Source: an optimization exercise on an open RTL-to-GDS flow (aim: small area). Production flows keep margins and buffers that such runs may drop.
Function was checked by simulation only, so behaviour that the tests miss may differ from the original.
Power and IR drop assume default switching activity.

lane 1:
==> flow/design.v <==
`timescale 1ns / 1ps
module CPU(
	input clock,
	input [15:0] d_datain,
	input enable,
	input [15:0] i_datain,
	input reset,
	input start,
	output [7:0] d_addr,
	output [15:0] d_dataout,
	output d_we,
	output [7:0] i_addr
	);
	localparam [4:0] NOP = 5'b00000, HALT = 5'b00001, LOAD = 5'b00010, STORE = 5'b00011,
		LDIH = 5'b10000, ADD = 5'b01000, ADDI = 5'b01001, ADDC = 5'b10001, SUB = 5'b10010,
		SUBI = 5'b10011, SUBC = 5'b10100, CMP = 5'b01100, AND = 5'b01101, OR = 5'b01110,
		NOT = 5'b10111, XOR = 5'b01111, SLL = 5'b00100, SRL = 5'b00110, SLA = 5'b00101,
		SRA = 5'b00111, SLR = 5'b01010, SRR = 5'b01011, JUMP = 5'b11000, JMPR = 5'b11001,
		BZ = 5'b11010, BNZ = 5'b11011, BN = 5'b11100, BNN = 5'b11101, BC = 5'b11110,
		BNC = 5'b11111, INC = 5'b10101, DEC = 5'b10110;
	reg run;
	reg [7:0] pc;
	reg [7:0] id_hi, id_lo;
	reg [7:0] ex_hi, ex_lo;
	wire [15:0] id_ir = {id_hi, id_lo};
	wire [15:0] ex_ir = {ex_hi, ex_lo};
	reg [4:0] mem_op;
	reg [2:0] mem_r1;
	reg [15:0] reg_C;
	reg cf;
	reg [15:0] smdr1;
	reg wb_wr, wb_halt;
	reg [2:0] wb_r1;
	reg [15:0] reg_C1;
	reg p_wr;
	reg [2:0] p_r1;
	reg [15:0] reg_C2;
	reg [15:0] gr [0:7];
	wire mem_load  = (mem_op == LOAD);
	wire mem_store = (mem_op == STORE);
	wire zf = (reg_C == 16'd0);
	wire nf = reg_C[15];
	wire taken = (mem_op == JUMP) || (mem_op == JMPR) ||
		((mem_op == BZ) && zf) || ((mem_op == BNZ) && !zf) ||
		((mem_op == BN) && nf) || ((mem_op == BNN) && !nf) ||
		((mem_op == BC) && cf) || ((mem_op == BNC) && !cf);
	assign i_addr = pc;
	assign d_we = mem_store;
	assign d_addr = (mem_load || mem_store) ? reg_C[7:0] : 8'd0;
	assign d_dataout = mem_store ? smdr1 : 16'd0;
	wire mem_wr = (mem_op == LOAD) || (mem_op == LDIH) || (mem_op == ADD) ||
		(mem_op == ADDI) || (mem_op == ADDC) || (mem_op == SUB) || (mem_op == SUBI) ||
		(mem_op == SUBC) || (mem_op == INC) || (mem_op == DEC) || (mem_op == AND) ||
		(mem_op == OR) || (mem_op == NOT) || (mem_op == XOR) || (mem_op == SLL) ||
		(mem_op == SRL) || (mem_op == SLA) || (mem_op == SRA) || (mem_op == SLR) ||
		(mem_op == SRR);
	wire [4:0] iop = i_datain[15:11];
	wire [2:0] ld_r = id_ir[10:8];
	wire stall = (id_ir[15:11] == LOAD) && (
		(((iop == ADD) || (iop == ADDC) || (iop == SUB) || (iop == SUBC) ||
		  (iop == OR) || (iop == XOR) || (iop == AND)) &&
		 ((ld_r == i_datain[2:0]) || (ld_r == i_datain[6:4]))) ||
		(((iop == LOAD) || (iop == STORE) || (iop == INC) || (iop == DEC) ||
		  (iop == NOT) || (iop == SLL) || (iop == SRL) || (iop == SLA) ||
		  (iop == SRA) || (iop == SLR) || (iop == SRR)) &&
		 (ld_r == i_datain[6:4])) ||
		(((iop == LDIH) || (iop == ADDI) || (iop == SUBI)) &&
		 (ld_r == i_datain[10:8])));
	wire [4:0] op = ex_ir[15:11];
	wire [2:0] r1 = ex_ir[10:8];
	wire [2:0] r2 = ex_ir[6:4];
	wire [2:0] r3 = ex_ir[2:0];
	wire [3:0] f4 = ex_ir[3:0];
	wire [7:0] imm8 = ex_ir[7:0];
	wire op_br = (op == BZ) || (op == BNZ) || (op == BN) || (op == BNN) ||
		(op == BC) || (op == BNC) || (op == JMPR);
	wire op_imm = (op == LDIH) || (op == ADDI) || (op == SUBI);
	wire op_fwdA = (op == ADD) || (op == ADDC) || (op == SUB) || (op == SUBC) ||
		(op == CMP) || (op == AND) || (op == OR) || (op == NOT) || (op == XOR) ||
		(op == INC) || (op == DEC) || (op == SLL) || (op == SRL) || (op == SLA) ||
		(op == SRA) || (op == SLR) || (op == SRR);
	wire op_fwdB = (op == ADD) || (op == ADDC) || (op == SUB) || (op == SUBC) ||
		(op == CMP) || (op == AND) || (op == OR) || (op == XOR);
	wire a_p = op_fwdA && (r2 == p_r1);
	wire a_w = op_fwdA && (r2 == wb_r1) && !a_p;
	wire a_m = ((op_fwdA && (r2 == mem_r1)) || (op_imm && (r1 == mem_r1))) && !a_p && !a_w;
	wire a_g = (op != JUMP) && !a_p && !a_w && !a_m;
	wire [2:0] ra = (op_br || op_imm) ? r1 : r2;
	wire b_p = op_fwdB && (f4 == {1'b0, p_r1});
	wire b_w = op_fwdB && (f4 == {1'b0, wb_r1}) && !b_p;
	wire b_m = op_fwdB && (f4 == {1'b0, mem_r1}) && !b_p && !b_w;
	wire b_g = !b_p && !b_w && !b_m;
	wire [2:0] rb = (op == STORE) ? r1 : r3;
	reg [15:0] in1, fB;
	integer j;
	always @(*) begin
		in1 = ({16{a_p}} & reg_C2) | ({16{a_w}} & reg_C1) | ({16{a_m}} & reg_C);
		fB = ({16{b_p}} & reg_C2) | ({16{b_w}} & reg_C1) | ({16{b_m}} & reg_C);
		for (j = 0; j < 8; j = j + 1) begin
			in1 = in1 | ({16{a_g && (ra == j)}} & gr[j]);
			fB = fB | ({16{b_g && (rb == j)}} & gr[j]);
		end
	end
	reg [15:0] in2;
	always @(*) begin
		case (op)
			ADD, ADDC, SUB, SUBC, CMP, AND, OR, XOR: in2 = fB;
			STORE: in2 = {12'd0, f4};
			ADDI, SUBI, JUMP, JMPR, BZ, BNZ, BN, BNN, BC, BNC: in2 = {8'd0, imm8};
			LDIH: in2 = {imm8, 8'd0};
			default: in2 = 16'd0;
		endcase
	end
	wire op_sub = (op == SUB) || (op == SUBI) || (op == SUBC) || (op == CMP) || (op == DEC);
	wire op_addc = (op == ADDC) || (op == BC) || (op == BNC);
	wire [15:0] bx = op_sub ? ~in2 : in2;
	wire cin = (op_sub && (op != DEC)) || (op == INC) || (op_addc && cf);
	wire [15:0] pp = in1 ^ bx;
	wire [15:0] gg = in1 & bx;
	wire [16:0] cc;
	assign cc[0] = cin;
	genvar ci;
	generate
		for (ci = 0; ci < 16; ci = ci + 1) begin : g_rc
			assign cc[ci + 1] = gg[ci] | (pp[ci] & cc[ci]);
		end
	endgenerate
	wire [16:0] sum = {cc[16], pp ^ cc[15:0]};
	wire cf_next = op_addc ? sum[16] : ((op == SUBC) || (op == CMP)) ? !sum[16] : 1'b0;
	wire [3:0] k = f4;
	wire left = (op == SLL) || (op == SLA) || (op == SLR);
	wire [3:0] amt = left ? (4'd0 - k) : k;
	wire [31:0] rr = {in1, in1} >> amt;
	wire [15:0] rot = rr[15:0];
	reg [15:0] ge;
	integer i;
	always @(*)
		for (i = 0; i < 16; i = i + 1)
			ge[i] = (i >= k);
	wire [15:0] ger;
	genvar gi;
	generate
		for (gi = 0; gi < 16; gi = gi + 1) begin : g_rev
			assign ger[gi] = ge[15 - gi];
		end
	endgenerate
	wire shl = (op == SLL) || (op == SLA);
	wire shr = (op == SRL) || (op == SRA);
	wire [15:0] shm = shl ? ge : shr ? ger : 16'hffff;
	wire [15:0] shf = ((op == SRA) && in1[15]) ? ~ger : 16'd0;
	wire [15:0] shv = (rot & shm) | shf;
	reg [3:0] tt;
	always @(*) begin
		case (op)
			AND: tt = 4'b1000;
			OR: tt = 4'b1110;
			XOR: tt = 4'b0110;
			default: tt = 4'b0011;	 
		endcase
	end
	reg [15:0] lu;
	integer li;
	always @(*)
		for (li = 0; li < 16; li = li + 1)
			lu[li] = tt[{in1[li], in2[li]}];
	reg [15:0] result;
	always @(*) begin
		case (op)
			LOAD, STORE, LDIH, ADD, ADDI, ADDC, SUB, SUBI, SUBC, CMP, INC, DEC,
			JUMP, JMPR, BZ, BNZ, BN, BNN, BC, BNC: result = sum[15:0];
			AND, OR, XOR, NOT: result = lu;
			SLL, SLA, SLR, SRR, SRL, SRA: result = shv;
			default: result = 16'd0;
		endcase
	end
	always @(posedge clock or negedge reset) begin
		if (!reset)
			run <= 1'b0;
		else if (run)
			run <= enable && !wb_halt;
		else
			run <= enable && start;
	end
	always @(posedge clock or negedge reset) begin
		if (!reset) begin
			pc <= 8'd0;
			id_hi <= 8'd0;
			ex_hi <= 8'd0;
			mem_op <= 5'd0;
			mem_r1 <= 3'd0;
			reg_C <= 16'd0;
			wb_wr <= 1'b0;
			wb_halt <= 1'b0;
			wb_r1 <= 3'd0;
		end else if (run) begin
			if (stall)
				id_hi <= 8'd0;
			else begin
				id_hi <= i_datain[15:8];
				pc <= taken ? reg_C[7:0] : pc + 8'd1;
			end
			ex_hi <= id_hi;
			mem_op <= op;
			mem_r1 <= r1;
			reg_C <= result;
			wb_wr <= mem_wr;
			wb_halt <= (mem_op == HALT);
			wb_r1 <= mem_r1;
		end
	end
	always @(posedge clock) begin
		if (run) begin
			id_lo <= i_datain[7:0];
			ex_lo <= id_lo;
			cf <= cf_next;
			smdr1 <= fB;
			reg_C1 <= mem_load ? d_datain : reg_C;
			p_wr <= wb_wr;
			p_r1 <= wb_r1;
			reg_C2 <= reg_C1;
			if (p_wr)
				gr[p_r1] <= reg_C2;
		end
	end
endmodule
==> flow/config.mk <==
export PLATFORM = sky130hd
export DESIGN_NAME = CPU
export DESIGN_NICKNAME = CPU
export VERILOG_FILES = /design/flow/design.v
export SDC_FILE = /design/flow/constraint.sdc
export NUM_CORES = 4
export LEC_CHECK = 0
export CAP_MARGIN = 20
export CORE_MARGIN = 2
export CORE_UTILIZATION = 40
export SLEW_MARGIN = 20
==> flow/constraint.sdc <==
create_clock -name core_clock -period 10.0 [get_ports {clock}]
set_input_delay 2.0000 -clock core_clock [delete_from_list [all_inputs] [get_ports {clock}]]
set_output_delay 2.0000 -clock core_clock [all_outputs]
set_load 0.01 [all_outputs]
standard.sh (not shown) runs the stock make flow with config.mk's settings and CLKGATE_MAP_FILE= SYNTH_SCRIPT=/design/flow/synth_recipe.tcl, a recipe that flattens the netlist after the stock synthesis.
==> flow/flow/run.sh <==
#!/bin/bash
# Own layout flow: the standard flow with three changes.
#  1. Synthesis is synth_recipe.tcl unchanged except that Yosys's abc pass runs
#     flow/abc_area.script (an area-oriented mapping). abc maps only the
#     combinational logic, after the flip-flops are mapped and named, so the
#     registers are those of the standard synthesis.
#  2. Port buffers are sky130_fd_sc_hd__buf_1 instead of the default buffer.
#  3. Clock tree: clkbuf_8 buffers, sinks clustered by 20, no dummy loads.
# Each tool's output goes to a log file in the work folder.
set -euo pipefail
W=$PWD
F=$W/flow

{
	head -n 1 "$W/synth_recipe.tcl"
	cat <<EOF
proc abc {args} {
	set i [lsearch \$args -script]
	if { \$i >= 0 } { set args [lreplace \$args \$i [expr {\$i + 1}] -script $F/abc_area.script] }
	yosys abc {*}\$args
}
EOF
	tail -n +2 "$W/synth_recipe.tcl"
} > "$W/own_synth.tcl"

make -C "$FLOW_HOME" DESIGN_CONFIG="$W/config.mk" WORK_HOME="$W/orfs" CLKGATE_MAP_FILE= \
	SYNTH_SCRIPT="$W/own_synth.tcl" synth > "$W/own_synth.log" 2>&1

bash "$W/standard.sh" \
	"BUFFER_PORTS_ARGS=-buffer_cell sky130_fd_sc_hd__buf_1" \
	"CTS_ARGS=-sink_clustering_enable -repair_clock_nets -buf_list sky130_fd_sc_hd__clkbuf_8 -sink_clustering_size 20 -sink_clustering_max_diameter 70 -dont_use_dummy_load" \
	finish > "$W/own_layout.log" 2>&1
==> flow/flow/abc_area.script <==
&get -n
&st
&dch -f
&nf -a -R 1000
&put
mfs2
strash
&get -n
&st
&dch -f
&nf -a -R 1000
&put
topo
stime -c
#### Input delta (lane 2 over lane 1)
--- a/flow/design.v
+++ b/flow/design.v
@@ -118,13 +118,8 @@
 	wire [15:0] pp = in1 ^ bx;
 	wire [15:0] gg = in1 & bx;
-	wire [16:0] cc;
-	assign cc[0] = cin;
-	genvar ci;
-	generate
-		for (ci = 0; ci < 16; ci = ci + 1) begin : g_rc
-			assign cc[ci + 1] = gg[ci] | (pp[ci] & cc[ci]);
-		end
-	endgenerate
-	wire [16:0] sum = {cc[16], pp ^ cc[15:0]};
+	wire [8:0] sum_lo = {1'b0, in1[7:0]} + {1'b0, bx[7:0]} + {8'd0, cin};
+	wire [8:0] sum_h0 = {1'b0, in1[15:8]} + {1'b0, bx[15:8]};
+	wire [8:0] sum_h1 = {1'b0, in1[15:8]} + {1'b0, bx[15:8]} + 9'd1;
+	wire [16:0] sum = {sum_lo[8] ? sum_h1 : sum_h0, sum_lo[7:0]};
 	wire cf_next = op_addc ? sum[16] : ((op == SUBC) || (op == CMP)) ? !sum[16] : 1'b0;
 	wire [3:0] k = f4;
Changes observed in lane 2 relative to lane 1: setup slack grew by 1.53 ns, via count grew by 402.
Lane 2 vs lane 1 on fraction of power consumed by combinational cells: lane 2 is the higher one.
Detailed placer's ending HPWL: lane 2 vs lane 1 up 5.9%
Portion of the post-synthesis area used by sequential elements: lane 2 vs lane 1 down 1.4 points
Cell area | lane 2 vs lane 1 | lane 2 smaller
Going from lane 1 to lane 2, the initial antenna violation count was found to have gone down by 3.
Total detailed-routing wirelength, lane 2 and lane 1: smaller value in lane 1
Total number of tap cells in lane 2 is 6 higher than in lane 1
Compared to lane 1, lane 2 has part of the power in the clock network 0.8 points lower.
[lane 2 vs lane 1] top achievable clock speed: higher in lane 2

[static timing again, ports no longer ideal]
Ports are ideal in the flow. The routed layouts listed here were re-timed in OpenROAD. Step 1, drivers: a clkbuf_16 drives clock and a buf_2 each remaining input, both assumed. Step 2, shift: input delay + t, output delay - t, t = (earliest + latest rising clock arrival at the registers) / 2. This alone moves slack from input paths to output paths. Three values: no drivers, after step 1, after step 2; two values: the first two.
| run | t (ns) | setup WS [ns] | worst setup path after step 2 | worst register clock-pin slew, ns |
|---|---|---|---|---|
| lane 1 | 0.598 | 0.238 / 0.238 / 0.238 | register to register | 0.12 / 0.12 |
| lane 2 | 0.603 | 1.773 / 1.773 / 1.773 | register to register | 0.11 / 0.11 |
After both steps setup and hold are still met in every run listed.
